What follows belongs to an exercise in optimizing a design on an open flow for small area and a short achievable clock period; a production flow would make more cautious choices.
Function was checked by simulation only, so behaviour that the tests miss may differ from the original.

run A:
Design systolic_array_os, start of the top module:
module systolic_array_os #(
    DATA_WIDTH = 16,
    ACC_WIDTH = 64
    )(
    input logic clk,
    input logic rstn,
    input logic acc_en,
    input logic signed [DATA_WIDTH-1:0] data_0_i,
    input logic signed [DATA_WIDTH-1:0] data_1_i,
    input logic signed [DATA_WIDTH-1:0] data_2_i,
    input logic signed [DATA_WIDTH-1:0] data_3_i,
    input logic signed [DATA_WIDTH-1:0] weight_0_i,
    input logic signed [DATA_WIDTH-1:0] weight_1_i,
    input logic signed [DATA_WIDTH-1:0] weight_2_i,
    input logic signed [DATA_WIDTH-1:0] weight_3_i,
    output logic signed [ACC_WIDTH-1:0] acc_res_pe0_o,
    output logic signed [ACC_WIDTH-1:0] acc_res_pe1_o,
    output logic signed [ACC_WIDTH-1:0] acc_res_pe2_o,
    output logic signed [ACC_WIDTH-1:0] acc_res_pe3_o,
    output logic signed [ACC_WIDTH-1:0] acc_res_pe4_o,
    output logic signed [ACC_WIDTH-1:0] acc_res_pe5_o,
    output logic signed [ACC_WIDTH-1:0] acc_res_pe6_o,
    output logic signed [ACC_WIDTH-1:0] acc_res_pe7_o,
    output logic signed [ACC_WIDTH-1:0] acc_res_pe8_o,
    output logic signed [ACC_WIDTH-1:0] acc_res_pe9_o,
    output logic signed [ACC_WIDTH-1:0] acc_res_pe10_o,
    output logic signed [ACC_WIDTH-1:0] acc_res_pe11_o,
  ...
==> flow/config.mk <==
export PLATFORM = sky130hd
export DESIGN_NAME = systolic_array_os
export DESIGN_NICKNAME = systolic_array_os
export VERILOG_FILES = /design/flow/design.v
export SDC_FILE = /design/flow/constraint.sdc
export NUM_CORES = 8
export LEC_CHECK = 0
export CAP_MARGIN = 20
export CORE_MARGIN = 2
export CORE_UTILIZATION = 40
export CTS_CLUSTER_DIAMETER = 120
export CTS_CLUSTER_SIZE = 24
export SETUP_SLACK_MARGIN = 4.5
export SLEW_MARGIN = 20
==> flow/constraint.sdc <==
create_clock -name core_clock -period 10.0 [get_ports {clk}]
set_input_delay 2.0000 -clock core_clock [delete_from_list [all_inputs] [get_ports {clk}]]
set_output_delay 2.0000 -clock core_clock [all_outputs]
set_load 0.01 [all_outputs]
standard.sh (not shown) runs the stock make flow with config.mk's settings and CLKGATE_MAP_FILE= SYNTH_SCRIPT=/design/flow/synth_recipe.tcl, a recipe that flattens the netlist after the stock synthesis.
==> flow/flow/run.sh <==
#!/bin/bash
# Layout flow: the standard flow (standard.sh) with these changes.
#  1. Synthesis maps the RTL's one-bit adder modules (fa_x, ha_x) straight
#     onto the library's full and half adder cells (fa_map.v), before Yosys's
#     "synth" runs, and skips the quick ABC pass inside "synth" (-noabc).
#     The compressor trees then come out exactly as the RTL writes them, and
#     extract_fa only looks for further full adders (-fa): the half adders
#     are all written out, and the ones it would find are parts of other
#     logic that it could only build with inverters around them.
#  3. Every input and output port still gets its own buffer, but a plain
#     buffer cell (BUF_CELL) rather than the delay buffer buffer_ports picks
#     by itself; timing repair resizes them as needed.
# Each tool's output goes to synth.log and layout.log here (and ORFS's own
# logs under orfs/logs).
set -euo pipefail
BUF_CELL=sky130_fd_sc_hd__buf_1
HERE=$PWD
cp flow/abc.script abc.script
cp flow/fa_map.v fa_map.v
{
  echo 'proc synth {args} {'
  echo '  if {[lsearch -exact $args ":fine"] >= 0 && ![info exists ::adders_mapped]} {'
  echo '    set ::adders_mapped 1'
  echo "    yosys techmap -map $HERE/fa_map.v"
  echo '  }'
  echo '  yosys synth -nofsm -noshare -noabc {*}$args'
  echo '}'
  echo 'proc extract_fa {args} { yosys extract_fa -fa {*}$args }'
  echo 'proc abc {args} {'
  echo '  set i [lsearch -exact $args -script]'
  echo "  if {\$i >= 0} { set args [lreplace \$args \$i [expr {\$i+1}] -script $HERE/abc.script] }"
  echo '  yosys abc {*}$args'
  echo '}'
  tail -n +2 synth_recipe.tcl
} > my_synth.tcl
head -1 synth_recipe.tcl | grep -q 'proc synth'
sed "s#SYNTH_SCRIPT=[^ ]*#SYNTH_SCRIPT=$HERE/my_synth.tcl#" standard.sh > my_standard.sh
grep -q 'my_synth.tcl' my_standard.sh
bash my_standard.sh synth > synth.log 2>&1
export BUFFER_PORTS_ARGS="-buffer_cell $BUF_CELL"
bash standard.sh > layout.log 2>&1
==> flow/flow/abc.script <==
strash
dch
map -D 1500
topo
stime -c
buffer -c
upsize -c
dnsize -c
==> flow/flow/fa_map.v <==
// Maps the RTL's one-bit adders (fa_x, ha_x) onto the library's adder cells.
module fa_x (input a, input b, input c, output s, output co);
  sky130_fd_sc_hd__fa_1 _TECHMAP_REPLACE_ (.A(a), .B(b), .CIN(c), .SUM(s), .COUT(co));
endmodule

module ha_x (input a, input b, output s, output co);
  sky130_fd_sc_hd__ha_1 _TECHMAP_REPLACE_ (.A(a), .B(b), .SUM(s), .COUT(co));
endmodule
Per the final summary, run A finished and its layout is clean on timing, DRC and antenna.
#### Input delta (run B over run A)
-- flow/flow/abc.script --
<<< run A, line 3
map -D 1500
>>> run B, line 3
map -D 1200
-- flow/config.mk --
<<< run A, line 10
export CORE_UTILIZATION = 40
>>> run B, line 10
export CORE_UTILIZATION = 55
--- outcome ---
- Run B vs run A, setup slack after layout went up by 400 ps.
- Run A was larger in final cell area than run B.
- Run A → run B: via count of the first global-routing pass saw little to no change; via count saw an increase.
- Run B does better than run A on wire length after detailed routing.
- Lower post-placement cell count was reported by run B, not run A.
- Diff run A -> run B: sequential share of the synthesized area has decreased; sum of met3 wire segment lengths after detailed routing has increased; buffers plus inverters on the worst setup path has decreased.
> inputs changed (run B -> run C)
-- flow/config.mk --
<<< run B, line 10
export CORE_UTILIZATION = 55
>>> run C, line 10
export CORE_UTILIZATION = 40
<<< run B, line 13
export SETUP_SLACK_MARGIN = 4.5
>>> run C, line 13
export SETUP_SLACK_MARGIN = 4.55
[summary]
- Diff run C and run B: routing usage on met2 lower in run C
- Run C vs. run B: area after synthesis was more or less identical, final wirelength went up by 8.3%, horizontal die dimension went up by 17%, TritonCTS buffer count went up by 12, share of cell area taken by multi-input logic gates went down by 0.70 points.
- Compared with run B, run C shows a weighted congestion at the end of routability-driven global placement that is 0.011 lower.
- End point of the critical path = u_mac_11.acc_r[43]: run B; end point of the critical path = u_mac_15.acc_r[38]: run C

static timing again, ports no longer ideal:
The flow's constraints put no driver on any port. The routed layouts listed below were extracted and timed again, unchanged, in two steps. Step 1: set_driving_cell puts a clkbuf_16 on clk and a buf_2 on each other input, an assumption about the parent block. Step 2 adds t to the input delays and takes it off the output delays; t is the mean of the earliest and latest rising clock arrival at the registers after step 1. Input paths then give back, and output paths get back, about the clock's delay inside the block. Three values: no drivers, after step 1, after step 2; two values: the first two.
run | shift t [ns] | setup slack, ns | worst setup path at the end | latest minus earliest clock arrival (ns) | worst register clock-pin slew, ns
run A | 1.028 | 4.143 / 4.021 / 3.577 | input to register | 0.084 / 0.084 | 0.11 / 0.11
run B | 1.008 | 4.547 / 4.460 / 3.638 | input to register | 0.081 / 0.081 | 0.11 / 0.11
run C | 1.012 | 4.562 / 4.464 / 3.604 | input to register | 0.103 / 0.103 | 0.11 / 0.11
After both steps setup and hold are still met in every run listed. For run C, which loses most, drivers alone change the setup slack by -0.098 ns; drivers and shift together by -0.958 ns.
